From an optimization exercise on the open Yosys and OpenROAD flow, aimed at small area; shortcuts taken in it are not production practice. Only simulation tests tie the RTL to the original design; equivalence was not proved. Power and IR drop assume default switching activity.

[flow/run.sh]
#!/bin/bash
# Layout flow: the standard ORFS flow (standard.sh) with three changes
# that only affect cell sizing/selection, not the design or constraints:
#  - synthesis maps logic with an area-oriented ABC script (flow/abc_area.script)
#    instead of ORFS's speed script, and leaves adders to ABC instead of
#    extracting them into half/full-adder cells (ADDER_MAP_FILE empty);
#    everything else in synthesis is unchanged (same synth_recipe.tcl, same
#    registers and names);
#  - port buffers use the smallest buffer cell (buf_1);
#  - clock tree uses small clock buffers and no dummy loads.
set -euo pipefail
HERE=$(pwd)
SCRIPT=$HERE/flow/abc_area.script

# ORFS synth.tcl with the ABC script swapped
sed "s#log_cmd abc {\*}\$abc_args#log_cmd abc {*}[lreplace \$abc_args 1 1 $SCRIPT]#" \
    "$FLOW_HOME/scripts/synth.tcl" > "$HERE/synth_area.tcl"
grep -q "abc_area.script" "$HERE/synth_area.tcl"
# The standard flow's synthesis script, sourcing the patched synth.tcl
sed "s#\$::env(SCRIPTS_DIR)/synth.tcl#$HERE/synth_area.tcl#" synth_recipe.tcl > "$HERE/synth_recipe_area.tcl"
grep -q "synth_area.tcl" "$HERE/synth_recipe_area.tcl"

bash standard.sh \
    SYNTH_SCRIPT="$HERE/synth_recipe_area.tcl" \
    ADDER_MAP_FILE= \
    "BUFFER_PORTS_ARGS=-buffer_cell sky130_fd_sc_hd__buf_1" \
    "CTS_ARGS=-sink_clustering_enable -repair_clock_nets -dont_use_dummy_load -root_buf sky130_fd_sc_hd__clkbuf_8 -buf_list sky130_fd_sc_hd__clkbuf_4" \
    finish > "$HERE/standard.log" 2>&1
[flow/abc_area.script]
strash
&get -n
&deepsyn -T 20
&put
&get -n
&dch -f
&nf -R 1000
&put
[standard.sh]
#!/bin/bash
# synth_recipe.tcl (not shown) runs the flow's synth.tcl, then flattens the netlist and writes it again
# the make line also repeats each setting of config.mk as NAME=value (left out here)
make -C /OpenROAD-flow-scripts/flow DESIGN_CONFIG=/design/flow/config.mk WORK_HOME=/design/flow/orfs CLKGATE_MAP_FILE= SYNTH_SCRIPT=/design/flow/synth_recipe.tcl "${@:-finish}"
[config.mk]
export PLATFORM = sky130hd
export DESIGN_NAME = PongGame_Board1
export DESIGN_NICKNAME = PongGame_Board1
export VERILOG_FILES = /design/flow/design.v
export SDC_FILE = /design/flow/constraint.sdc
export NUM_CORES = 4
export LEC_CHECK = 0
export CAP_MARGIN = 20
export CORE_MARGIN = 2
export CORE_UTILIZATION = 40
export SLEW_MARGIN = 20
[constraint.sdc]
create_clock -name core_clock -period 10.0 [get_ports {clock}]
set_input_delay 2.0000 -clock core_clock [delete_from_list [all_inputs] [get_ports {clock}]]
set_output_delay 2.0000 -clock core_clock [all_outputs]
set_load 0.01 [all_outputs]
[design.v]
module M_ticks(input clock, input reset, output pix, output pmove_tick, output bally_tick, output ballx_tick, output vga_clk);
    reg [2:0] q8;
    reg [4:0] a25;
    reg [2:0] b5;
    wire a_wrap = a25[4] & a25[3];
    wire b_wrap = b5[2];
    assign pix        = ~q8[0];
    assign pmove_tick = a_wrap & ~q8[2] & q8[1] & q8[0];
    assign bally_tick = a_wrap & b_wrap & ~q8[0];
    assign ballx_tick = a_wrap & b_wrap & ~q8[1] & q8[0];
    always @(posedge clock) begin
        if (reset) begin q8 <= 3'd0; a25 <= 5'd0; b5 <= 3'd0; end
        else begin
            q8 <= q8 + 3'd1;
            a25 <= a_wrap ? 5'd0 : a25 + 5'd1;
            if (a_wrap) b5 <= b_wrap ? 3'd0 : b5 + 3'd1;
        end
    end
    assign vga_clk = q8[0];
endmodule
module M_vga(input clock, input reset, input pix, output reg [9:0] h, output reg [9:0] v, output reg hs, output reg vs, output inD);
    wire h_end = h[9] & h[8] & h[5];
    wire v_end = v[9] & v[3] & v[2] & v[0];
    wire [9:0] th, tv;
    assign th[0] = pix;
    assign tv[0] = pix & h_end;
    genvar i;
    generate for (i = 1; i < 10; i = i + 1) begin : g
        assign th[i] = th[i-1] & h[i-1];
        assign tv[i] = tv[i-1] & v[i-1];
    end endgenerate
    always @(posedge clock) begin
        if (reset | (pix & h_end)) h <= 10'd0;
        else h <= h ^ th;
        if (reset | (pix & h_end & v_end)) v <= 10'd0;
        else v <= v ^ tv;
        if (reset) begin hs <= 1'b0; vs <= 1'b0; end
        else if (pix) begin
            hs <= (h >= 10'd96);
            vs <= (v >= 10'd2);
        end
    end
    assign inD = (h >= 10'd145) & (h < 10'd785) & (v >= 10'd35) & (v < 10'd515);
endmodule
module M_bally(input clock, input reset, input gameOver, input yt0, output reg [8:0] by);
    localparam [8:0] BY_INIT = 9'd265, BY_MIN = 9'd56, BY_MAX = 9'd474;
    reg yDir;
    wire yt = yt0 & ~gameOver;
    wire yEdge = yDir ? (by == BY_MAX) : (by == BY_MIN);
    wire [8:0] ty;
    assign ty[0] = yt & ~yEdge;
    genvar gi;
    generate for (gi = 1; gi < 9; gi = gi + 1) begin : g_ty
        assign ty[gi] = ty[gi-1] & (by[gi-1] ^ ~yDir);
    end endgenerate
    always @(posedge clock) begin
        if (reset | gameOver) by <= BY_INIT;
        else by <= by ^ ty;
        if (reset) yDir <= 1'b0;
        else if (yt & yEdge) yDir <= ~yDir;
    end
endmodule
module M_ballx(input clock, input reset, input gameOver, input newGame, input inPlay, input ballx_tick, input coll,
               output reg [9:0] bx, output reg xDir, output reg [3:0] s0, output reg [3:0] s1);
    localparam [9:0] BX_INIT = 10'd455, BX_MIN = 10'd161, BX_MAX = 10'd755;
    wire xt = ballx_tick & inPlay & ~gameOver;
    wire xEdge = xDir ? (bx == BX_MAX) : (bx == BX_MIN);
    wire [9:0] tx;
    assign tx[0] = xt & ~xEdge;
    genvar gi;
    generate for (gi = 1; gi < 10; gi = gi + 1) begin : g_tx
        assign tx[gi] = tx[gi-1] & (bx[gi-1] ^ ~xDir);
    end endgenerate
    wire miss = xt & xEdge & ~coll;
    wire newG = ballx_tick & newGame;
    always @(posedge clock) begin
        if (reset | gameOver | newG | miss) bx <= BX_INIT;
        else bx <= bx ^ tx;
        if (reset) xDir <= 1'b0;
        else if (xt & xEdge & coll) xDir <= ~xDir;
        if (reset | newG) begin s0 <= 4'd0; s1 <= 4'd0; end
        else if (miss) begin
            if (xDir) s0 <= s0 + 4'd1;
            else s1 <= s1 + 4'd1;
        end
    end
endmodule
module M_paddle(input clock, input rst, input pmove, input [1:0] mv, output reg [8:0] p0);
    localparam [8:0] P_INIT = 9'd264, P_MIN = 9'd56, P_MAX = 9'd414;
    wire up0 = ~mv[0], dn0 = mv[0] & ~mv[1];
    wire [8:0] t0;
    assign t0[0] = pmove & (up0 ? (p0 != P_MIN) : (dn0 & (p0 != P_MAX)));
    genvar gi;
    generate for (gi = 1; gi < 9; gi = gi + 1) begin : g_tp
        assign t0[gi] = t0[gi-1] & (p0[gi-1] ^ up0);
    end endgenerate
    always @(posedge clock) begin
        if (rst) p0 <= P_INIT;
        else p0 <= p0 ^ t0;
    end
endmodule
module M_sub(input pix, input [9:0] h, input [9:0] v, input [9:0] bx, input [8:0] by, input [8:0] p0, input [8:0] p1,
             input xDir, input pcol, output in20, output in80, output coll, output xin);
    wire selP1 = pix ? h[9] : xDir;
    wire [8:0] psel = selP1 ? p1 : p0;
    wire [8:0] bsel = (pix & ~pcol) ? by : psel;
    wire [9:0] asel = pix ? v : {1'b0, by};
    wire [9:0] bb = ~{1'b0, bsel};
    wire [10:0] c;
    assign c[0] = 1'b1;
    wire [9:0] d;
    genvar i;
    generate for (i = 0; i < 10; i = i + 1) begin : g
        wire p = asel[i] ^ bb[i];
        assign d[i] = p ^ c[i];
        assign c[i+1] = p ? c[i] : asel[i];
    end endgenerate
    assign in20 = (d < 10'd20);
    assign in80 = (d < 10'd80);
    assign coll = in80 | (d >= 10'd1005);
    wire [9:0] bb2 = ~bx;
    wire [10:0] c2;
    assign c2[0] = 1'b1;
    wire [9:0] dbx;
    generate for (i = 0; i < 10; i = i + 1) begin : g2
        wire p = h[i] ^ bb2[i];
        assign dbx[i] = p ^ c2[i];
        assign c2[i+1] = p ? c2[i] : h[i];
    end endgenerate
    assign xin = dbx < 10'd15;
endmodule
module M_text(input [9:0] h, input [9:0] v, output t_common, output t_1, output t_2, output inBorder, output pcol);
    localparam XO = 145;
    localparam YO = 35;
    wire t_p = ((h == (242) + XO) & ((v >= (150) + YO) & (v < (230) + YO))) | ((h == (272) + XO) & ((v >= (150) + YO) & (v < (190) + YO))) |
               (((v == (150) + YO) | (v == (190) + YO)) & ((h >= (242) + XO) & (h < (272) + XO)));
    assign t_1 = (h == (286) + XO) & ((v >= (150) + YO) & (v < (230) + YO));
    assign t_2 = ((h == (286) + XO) & ((v >= (190) + YO) & (v < (230) + YO))) | ((h == (316) + XO) & ((v >= (150) + YO) & (v < (190) + YO))) |
               (((v == (150) + YO) | (v == (190) + YO) | (v == (230) + YO)) & ((h >= (286) + XO) & (h < (316) + XO)));
    wire t_w = (((h == (208) + XO) | (h == (238) + XO)) & ((v >= (250) + YO) & (v < (330) + YO))) | ((v == (330) + YO) & ((h >= (208) + XO) & (h < (238) + XO))) |
               ((h == (223) + XO) & ((v >= (290) + YO) & (v < (330) + YO)));
    wire t_i = (h == (252) + XO) & ((v >= (250) + YO) & (v < (330) + YO));
    wire t_n = (((h == (276) + XO) | (h == (306) + XO)) & ((v >= (250) + YO) & (v < (330) + YO))) | ((v == (250) + YO) & ((h >= (276) + XO) & (h < (306) + XO)));
    wire t_s = ((h == (320) + XO) & ((v >= (250) + YO) & (v < (290) + YO))) | ((h == (350) + XO) & ((v >= (290) + YO) & (v < (330) + YO))) |
               (((v == (250) + YO) | (v == (290) + YO) | (v == (330) + YO)) & ((h >= (320) + XO) & (h < (350) + XO)));
    assign t_common = t_p | t_w | t_i | t_n | t_s;
    assign inBorder =
        (((h == 10'd10 + XO) | (h == 10'd630 + XO)) & (v >= 10'd20 + YO) & (v < 10'd460 + YO)) |
        (((v == 10'd20 + YO) | (v == 10'd460 + YO)) & (h >= 10'd10 + XO) & (h < 10'd630 + XO));
    assign pcol = ((h >= 10'd11 + XO) & (h < 10'd16 + XO)) | ((h >= 10'd625 + XO) & (h < 10'd630 + XO));
endmodule
module M_out(input clock, input reset, input pix, input inD, input gameOver, input p0_win, input p1_win,
             input [2:0] p0_colour, input [2:0] p1_colour, input h9, input xin, input in20, input in80, input pcol,
             input t_common, input t_1, input t_2, input inBorder, output reg [2:0] rgb);
    wire ballHit = inD & xin & in20;
    wire padHit = inD & pcol & in80;
    wire anyBox = ballHit | padHit;
    wire [2:0] f0 = p0_colour | {~|p0_colour, 2'b00};
    wire [2:0] f1 = p1_colour | {~|p1_colour, 2'b00};
    wire [2:0] boxCol = {3{ballHit}} | ({3{padHit}} & (h9 ? f1 : f0));
    wire winDraw = inD & ((p0_win & (t_common | t_1)) | (p1_win & (t_common | t_2)));
    wire [2:0] winCol = p0_win ? f0 : f1;
    reg [2:0] col;
    reg isBox;
    always @(posedge clock) begin
        if (pix) begin
            col <= {3{inD & inBorder}} | (gameOver ? ({3{winDraw}} & winCol) : boxCol);
            isBox <= ~gameOver & anyBox;
        end else if (gameOver & isBox) begin
            col <= 3'd0;
            isBox <= 1'b0;
        end
    end
    always @(posedge clock) begin
        if (reset) rgb <= 3'd0;
        else if (pix) rgb <= inD ? col : 3'd0;
    end
endmodule
module M_hex(input [3:0] s, output [6:0] hex0, output [9:0] led);
    assign hex0[0] = ~s[3] & ~s[1] & (s[2] ^ s[0]);
    assign hex0[1] = s[2] & (s[1] ^ s[0]);
    assign hex0[2] = ~s[3] & ~s[2] & s[1] & ~s[0];
    assign hex0[3] = (s[0] & ~(s[2] ^ s[1])) | (s[2] & ~s[1] & ~s[0]) | (s[3] & s[1]);
    assign hex0[4] = s[0] | (s[2] & ~s[1]);
    assign hex0[5] = (s[1] & s[0]) | (~s[3] & ~s[2] & (s[1] | s[0]));
    assign hex0[6] = (~s[3] & ~s[2] & ~s[1]) | (s[2] & s[1] & s[0]);
    assign led = {s[3] & s[1], s[3] & (s[1] | s[0]), s[3], s[3] | (s[2] & s[1] & s[0]),
                  s[3] | (s[2] & s[1]), s[3] | (s[2] & (s[1] | s[0])), s[3] | s[2],
                  s[3] | s[2] | (s[1] & s[0]), s[3] | s[2] | s[1], |s};
endmodule
module PongGame_Board1 (
    input clock, input reset,
    input [1:0] p0_move, input [1:0] p1_move,
    input [2:0] p0_colour, input [2:0] p1_colour,
    input p0_play, input p1_play,
    output [6:0] hex0, output [6:0] hex5, output [6:0] hex4,
    output [9:0] led, output [3:0] p1_scoreOut,
    output vga_clk, output vga_hs, output vga_vs,
    output [7:0] vga_R, output [7:0] vga_G, output [7:0] vga_B
);
    wire pix, pmove_tick, bally_tick, ballx_tick;
    M_ticks u_ticks(.clock(clock), .reset(reset), .pix(pix), .pmove_tick(pmove_tick), .bally_tick(bally_tick),
                    .ballx_tick(ballx_tick), .vga_clk(vga_clk));
    wire [9:0] h, v;
    wire inD;
    M_vga u_vga(.clock(clock), .reset(reset), .pix(pix), .h(h), .v(v), .hs(vga_hs), .vs(vga_vs), .inD(inD));
    wire [9:0] bx; wire [8:0] by, p0, p1; wire xDir; wire [3:0] s0, s1;
    wire inPlay = p0_play & p1_play;
    wire p0_win = s0[3] & s0[1];
    wire p1_win = s1[3] & s1[1];
    wire win = p0_win | p1_win;
    wire gameOver = win & inPlay;
    wire newGame = win & ~inPlay;
    wire in20, in80, coll, xin, pcol, t_common, t_1, t_2, inBorder;
    M_bally u_bally(.clock(clock), .reset(reset), .gameOver(gameOver), .yt0(bally_tick & inPlay), .by(by));
    M_ballx u_ballx(.clock(clock), .reset(reset), .gameOver(gameOver), .newGame(newGame), .inPlay(inPlay),
                    .ballx_tick(ballx_tick), .coll(coll), .bx(bx), .xDir(xDir), .s0(s0), .s1(s1));
    M_paddle u_p0(.clock(clock), .rst(reset | gameOver), .pmove(pmove_tick & inPlay), .mv(p0_move), .p0(p0));
    M_paddle u_p1(.clock(clock), .rst(reset | gameOver), .pmove(pmove_tick & inPlay), .mv(p1_move), .p0(p1));
    M_sub u_sub(.pix(pix), .h(h), .v(v), .bx(bx), .by(by), .p0(p0), .p1(p1), .xDir(xDir), .pcol(pcol),
                .in20(in20), .in80(in80), .coll(coll), .xin(xin));
    M_text u_text(.h(h), .v(v), .t_common(t_common), .t_1(t_1), .t_2(t_2), .inBorder(inBorder), .pcol(pcol));
    wire [2:0] rgb;
    M_out u_out(.clock(clock), .reset(reset), .pix(pix), .inD(inD), .gameOver(gameOver), .p0_win(p0_win), .p1_win(p1_win),
                .p0_colour(p0_colour), .p1_colour(p1_colour), .h9(h[9]), .xin(xin), .in20(in20), .in80(in80), .pcol(pcol),
                .t_common(t_common), .t_1(t_1), .t_2(t_2), .inBorder(inBorder), .rgb(rgb));
    M_hex u_hex(.s(s0), .hex0(hex0), .led(led));
    assign p1_scoreOut = s1;
    assign hex5 = 7'b0001100;
    assign hex4 = 7'b1111001;
    assign vga_R = {8{rgb[2]}};
    assign vga_G = {8{rgb[1]}};
    assign vga_B = {8{rgb[0]}};
endmodule
==> notes.md, run 1 <==
Fin. Hold Viols=0; Syn-to-layout area delta=6.28%; leakage=2.15 nW; Crit Path Category=reg2reg; synth top area cells=dfxtp_1, nor2_1, buf_4; IO Count=76; fin area=6140 um2; Min-Delay Path Class=reg2reg; DP Wirelength=11.2 mm; CP Data Required Time=10.26 ns; Syn. warnings=6; Clock Sinks=87; Comb power frac=10.1%; Switching Share=26.4%; gpl congestion=0.896; fraction of registers with async set/reset=0%; Critical Path AT=7.27 ns; max-slew violations=0; Final Non-Filler Cells=1007; Syn Std Cell Area=5780 um2; Vias=5651; CTS-repair resized insts=0; Max stage delay on crit path=0.69 ns; Max-Cap Viols=0; core region area=14000 um2; clock-pin slew on the worst setup and hold paths=0.10 ns; Tcrit/Tclk final=70.1%; Worst VDD drop=0.0805 mV; fmax=143 MHz; Synth Flop Type=dfxtp_1; Inst Count DP=998; total wire length=14.9 mm; worst slew pin tran=0.833 ns; fill count=1467; Fin Clk Skew=0.0296 ns; vias in the first global route=4776; RSZ-0062 raised after global routing=false; CP bufs+invs=0; final setup vio count=0; Pint=0.455 mW; Die H=124 um; share of cells above drive strength 1=1.45%; final net count=843; Die Span X=124 um; Clock Latency Late Sink=0.38 ns; post-route ant nets=0; Max Fanout on Critical Path=19; number of synthesized flops with an enable pin=4; largest net degree at the start of global routing=21; first-pass GRT wire length=24.4 mm; P_sw=0.163 mW; Initial Util=41.3%; most frequent cells after synthesis=nor2_1, dfxtp_1, nand2_1; endpoint class of the critical path=flip-flop; Post-CTS Hold Buffers=0; crit-path most repeated cell=nor2_1; First-pass DRT Iterations=5; status=no timing/DRC/antenna violations; Period minus WS final=7.01 ns; setup TNS=0 ns; port bufs=61; Slowest cell on crit path=dfxtp_1; Root Buffer=clkbuf_8; Total Power=0.619 mW; Yosys top cell area share=28.7%; Clock power frac=32.1%; gr ovfl total=0; sequential area share after synthesis=30.8%; placed cell areas=6020 um2; crit-path cells=o21ai_0 -> a32o_1 -> nor2_1 -> nor2_1 -> a22oi_1 -> o21ai_0 -> a311oi_1 -> maj3_1 -> nand2b_1 -> and3_1 -> nor2_1 -> nor2_1 -> maj3_1 -> maj3_1 -> xor2_1 -> a21boi_0 -> a21oi_1 -> nand2b_1 -> mux2_1 -> o32ai_1 -> nor2_1 -> or3_1 -> a21oi_1 -> o21ai_0; Synth Instances=780; cell with the most instances after synthesis=nor2_1; PwrDens=101 nW/um2; via/cell ratio=5.61; sequential share of power=57.8%; CTS Buf Count=9; syn_area_per_cell=7.41 um2; gr usage total=18.9%; Max clock buf depth=2; ant diodes=0; DR iter-0 viols=559; post-synth cell types=57; Slew HR=43.9%; drc violations=0; critical path's top delay family=compound AO/OA/AOI/OAI gates; post-CTS repair timing setup buffer count=0; CTS tree=built; die area=15400 um2; # rows=43; routed len/inst=14.8 um; initial antenna violation count=0; leading area contributor after synthesis=dfxtp_1; synthesized flop and latch total=87; H-Tree Depth=3; crit path launch type=flip-flop
[worst register-to-register path: cells and delay by family (launching register included)]
kind            cells  cell delay, ns
simple gates        9            1.84
compound gates     10            2.76
fa+ha+maj           3            1.06
mux                 1            0.30
xor+xnor            1            0.25
flops               1            0.69
[final cells by class]
cell class              instances  area [um2]  share of cell area, %
multi-input cells             653        3710                   60.4
clock buffers                   9         124                   2.02
well taps                     180         225                   3.67
repair buffers                 63         244                   3.97
inverters                      15        56.3                  0.916
flip-flops and latches         87        1780                   29.0
[sequential cells by signal (all words and copies together) (netlist names), 3 cells and up]
register and flops:
u_out.rgb 3, u_p0.p0 9, u_ballx.s1 4, u_bally.by 9, u_ballx.bx 10, u_ticks.b5 3
u_ticks.q8 3, u_p1.p0 9, u_vga.v 10, u_ballx.s0 4, u_vga.h 10, u_ticks.a25 5
u_out.col 3
[worst paths after layout]
path / startpoint / to / slack [ns] / cells past startpoint
setup / recovery: u_vga.h[5] / u_ballx.bx[7] / 2.99 / 24
hold / removal: u_ticks.q8[2] / u_ticks.q8[2] / 0.46 / 2
setup reg to reg: u_vga.h[5] / u_ballx.bx[7] / 2.99 / 24
hold reg to reg: u_ticks.q8[2] / u_ticks.q8[2] / 0.46 / 2
[power groups by stage]
stage | clock, mW | combinational [mW] | sequential, mW
floorplan | 0 | 0.0485 | 0.366
global placement | 0 | 0.0617 | 0.365
detailed placement | 0 | 0.0623 | 0.366
CTS | 0.206 | 0.0625 | 0.358
global route | 0.221 | 0.0701 | 0.358
finish | 0.198 | 0.0627 | 0.358
[through the flow]
stage / utilization [%] / hold WS (ns) / setup slack [ns]
2_1_floorplan: - / 0.416 / 4.04
3_3_place_gp: 43.0 / 0.438 / 3.34
3_5_place_dp: 43.0 / 0.440 / 3.04
4_1_cts: 43.9 / 0.467 / 3.03
5_1_grt: 43.9 / 0.476 / 2.37
6_report: 43.9 / 0.461 / 2.99
[metal layers]
metal  track usage, %  up-vias  wire, um
met4             4.63        0       167
li1                 -     2880         -
met5                0        -         0
met1             27.4     2584      7390
met2             29.0      172      6510
met3             3.61       15       794
[layout by cell type (no fill, tap or decap), types with 20 or more instances in the layout]
master    synthesis  layout
xnor2_1          27      27
o21ai_0          51      51
buf_1             0      61
nor3_1           47      47
xor2_1           24      24
nand2_1          71      71
nand2b_1         24      24
a21oi_1          53      53
dfxtp_1          83      83
nand3_1          20      20
nor2_1          131     130
[cell families (layout without fill, tap and decap cells)]
group / count (synthesis) / count (layout) / share of synthesized area (%)
simple gates: 380 / 380 / 31.6
compound gates: 193 / 193 / 21.3
flops: 87 / 87 / 30.8
buf+inv: 52 / 87 / 5.78
xor+xnor: 51 / 51 / 7.73
mux: 11 / 11 / 1.93
fa+ha+maj: 4 / 4 / 0.693
other cells: 2 / 14 / 0.130
==> run 2: changes to the inputs <==
--- a/flow/run.sh
+++ b/flow/run.sh
@@ -25,4 +25,4 @@
     ADDER_MAP_FILE= \
     "BUFFER_PORTS_ARGS=-buffer_cell sky130_fd_sc_hd__buf_1" \
-    "CTS_ARGS=-sink_clustering_enable -repair_clock_nets -dont_use_dummy_load -root_buf sky130_fd_sc_hd__clkbuf_8 -buf_list sky130_fd_sc_hd__clkbuf_4" \
+    "CTS_ARGS=-sink_clustering_enable -repair_clock_nets -dont_use_dummy_load -buf_list sky130_fd_sc_hd__clkbuf_8" \
     finish > "$HERE/standard.log" 2>&1
==> run 2 against run 1 <==
Worst setup slack is the same. Final cell count is the same. Global-route usage is the same. Sequential cell count is the same. Clock skew is the same. Critical path type unchanged.
==> notes.md, run 2 <==
Clock Latency Late Sink=0.38 ns (about the same); Min-Delay Path Class=reg2reg; DP Wirelength=11.2 mm (unchanged); DR iter-0 viols=559 (unchanged); Final Non-Filler Cells=1007 (unchanged); met2 Use GR=29.0% (unchanged); Fin. Hold Viols=0 (unchanged); leading area contributor after synthesis=dfxtp_1; Fin Clk Skew=0.0296 ns (unchanged); Top Usage Layer GRT=met2; sequential area share after synthesis=30.8% (unchanged); routed len/inst=14.8 um (unchanged); clock-pin slew on the worst setup and hold paths=0.10 ns (about the same); Vias=5651 (unchanged); Critical Path AT=7.27 ns (about the same); leakage=2.15 nW (unchanged); fmax=143 MHz (unchanged); drc violations=0 (unchanged); Comb power frac=10.1% (about the same); post-CTS repair timing setup buffer count=0 (unchanged); # rows=43 (unchanged); Syn. warnings=6 (unchanged); IO Count=76 (unchanged); met3 Use GR=3.61% (unchanged); post-synth cell types=57 (unchanged); max-slew violations=0 (unchanged); Synth Flop Type=dfxtp_1; die area=15400 um2 (unchanged); most frequent cells in the layout=nor2_1, dfxtp_1, nand2_1, buf_1, a21oi_1; post-route ant nets=0 (unchanged); gpl congestion=0.896 (unchanged); core region area=14000 um2 (unchanged); synthesized flop and latch total=87 (unchanged); Syn-to-layout area delta=6.28% (unchanged); total wire length=14.9 mm (unchanged); sequential share of power=57.8% (about the same); Tcrit/Tclk final=70.1% (unchanged); via/cell ratio=5.61 (unchanged); Syn Std Cell Area=5780 um2 (unchanged); Switching Share=26.4% (unchanged); syn_area_per_cell=7.41 um2 (unchanged); CTS-repair resized insts=0 (unchanged); Clock power frac=32.1% (about the same); final net count=843 (unchanged); First-pass DRT Iterations=5 (unchanged); Synth Instances=780 (unchanged); slack of the critical path=2.99 ns (unchanged); port bufs=61 (unchanged); setup TNS=0 ns (unchanged); H-Tree Depth=3 (unchanged); synth top area cells=dfxtp_1, nor2_1, buf_4; Clock Sinks=87 (unchanged); largest registers=u_ballx.bx x10, u_vga.h x10, u_vga.v x10; fill count=1467 (unchanged); Crit Path Category=reg2reg; largest net degree at the start of global routing=21 (unchanged); final setup vio count=0 (unchanged); ant diodes=0 (unchanged); RSZ-0062 raised after global routing=false; endpoint class of the critical path=flip-flop; P_sw=0.163 mW (unchanged); Max Fanout on Critical Path=19 (unchanged); commonest non-fill, non-tap cell in the layout=nor2_1; Period minus WS final=7.01 ns (unchanged); CTS tree=built; met1 Usage GRT=27.4% (unchanged); Die Span X=124 um (unchanged); CP Data Required Time=10.26 ns (about the same); share of cells above drive strength 1=1.45% (unchanged); Worst VDD drop=0.0805 mV (unchanged); Max-Cap Viols=0 (unchanged); vias in the first global route=4776 (unchanged); pre-CTS WS=3.04 ns (unchanged); most frequent cells after synthesis=nor2_1, dfxtp_1, nand2_1; CTS Buf Count=9 (unchanged); Initial Util=41.3% (unchanged); status=no timing/DRC/antenna violations; Die H=124 um (unchanged); initial antenna violation count=0 (unchanged); Inst Count DP=998 (unchanged); cell with the most instances after synthesis=nor2_1; number of synthesized flops with an enable pin=4 (unchanged); fraction of registers with async set/reset=0% (unchanged); Max clock buf depth=2 (unchanged); gr ovfl total=0 (unchanged); gr usage total=18.9% (unchanged); Yosys top cell area share=28.7% (unchanged); Slew HR=43.9% (unchanged); Root Buffer=clkbuf_8; final core utilization=43.9% (unchanged); crit path launch type=flip-flop; Pint=0.455 mW (unchanged); Total Power=0.619 mW (unchanged); PwrDens=101 nW/um2 (unchanged); first-pass GRT wire length=24.4 mm (unchanged); worst slew pin tran=0.833 ns (unchanged); Post-CTS Hold Buffers=0 (unchanged)
-- run 2: cell type report --
type,instances,area (um2),area share [%]
inverter,15,56.3,0.916
clock buffer,9,124,2.02
multi-input combinational,653,3710,60.4
sequential,87,1780,29.0
timing repair buffer,63,244,3.97
tap,180,225,3.67
-- run 2: cell families (layout without fill, tap and decap cells) --
logic type / after synthesis / after routing / synth area share [%]
flip-flops: 87 / 87 / 30.8
AND/OR/NAND/NOR: 380 / 380 / 31.6
AO/OA/AOI/OAI: 193 / 193 / 21.3
adder cells (fa/ha/maj): 4 / 4 / 0.693
buffers and inverters: 52 / 87 / 5.78
other: 2 / 14 / 0.130
XOR/XNOR: 51 / 51 / 7.73
multiplexers: 11 / 11 / 1.93
-- run 2: power by group through the flow --
stage               Sequential (mW)  Combinational, mW  Clock, mW
floorplan                     0.366             0.0485          0
global placement              0.365             0.0617          0
detailed placement            0.366             0.0623          0
CTS                           0.358             0.0625      0.206
global route                  0.358             0.0701      0.221
finish                        0.358             0.0627      0.198
-- run 2: through the flow --
step,hold WS (ns),cell area (um2)
2_1_floorplan,0.416,5830
3_3_place_gp,0.438,6020
3_5_place_dp,0.440,6020
4_1_cts,0.467,6140
5_1_grt,0.476,6140
6_report,0.461,6140
-- run 2: metal layers --
metal,share of wire [%],wire length (um)
met1,50,7390
met2,44,6510
met3,5.3,794
met4,1.1,167
met5,0,0
-- run 2: path summary, 6_finish.rpt --
check | startpoint | end | slack, ns | depth (start not counted)
worst min-delay path | u_ticks.q8[2] | u_ticks.q8[2] | 0.46 | 2
worst max-delay path | u_vga.h[5] | u_ballx.bx[7] | 2.99 | 24
worst min register to register | u_ticks.q8[2] | u_ticks.q8[2] | 0.46 | 2
worst max register to register | u_vga.h[5] | u_ballx.bx[7] | 2.99 | 24
-- run 2: worst max-delay path: stages (launching register included) --
cell	delay (ns)
dfxtp_1	0.69
o21ai_0	0.34
a32o_1	0.36
nor2_1	0.38
nor2_1	0.19
a22oi_1	0.36
o21ai_0	0.14
a311oi_1	0.30
maj3_1	0.26
nand2b_1	0.07
and3_1	0.17
nor2_1	0.10
nor2_1	0.07
maj3_1	0.40
maj3_1	0.40
xor2_1	0.25
a21boi_0	0.37
a21oi_1	0.16
nand2b_1	0.21
mux2_1	0.30
o32ai_1	0.51
nor2_1	0.18
or3_1	0.47
a21oi_1	0.13
o21ai_0	0.08

## re-timing with driven ports
How much do the figures lean on ideal ports? The routed layouts below were timed once more, with nothing changed but the port constraints.
Step 1: set_driving_cell puts a clkbuf_16 on clock and a buf_2 on each other input, an assumption about the parent block.
Step 2 also shifts input and output timing later by t, the mid clock arrival at the registers, as if the neighbouring blocks saw the same clock.
Slacks: ideal / step 1 / step 2; pairs: ideal / step 1.
run | t (ns) | setup slack, ns | worst setup path at the end | worst register clock-pin slew, ns
run 1 | 0.398 | 2.986 / 2.986 / 2.986 | register to register | 0.10 / 0.10
run 2 | 0.398 | 2.986 / 2.986 / 2.986 | register to register | 0.10 / 0.10
After both steps setup and hold are still met in every run listed.
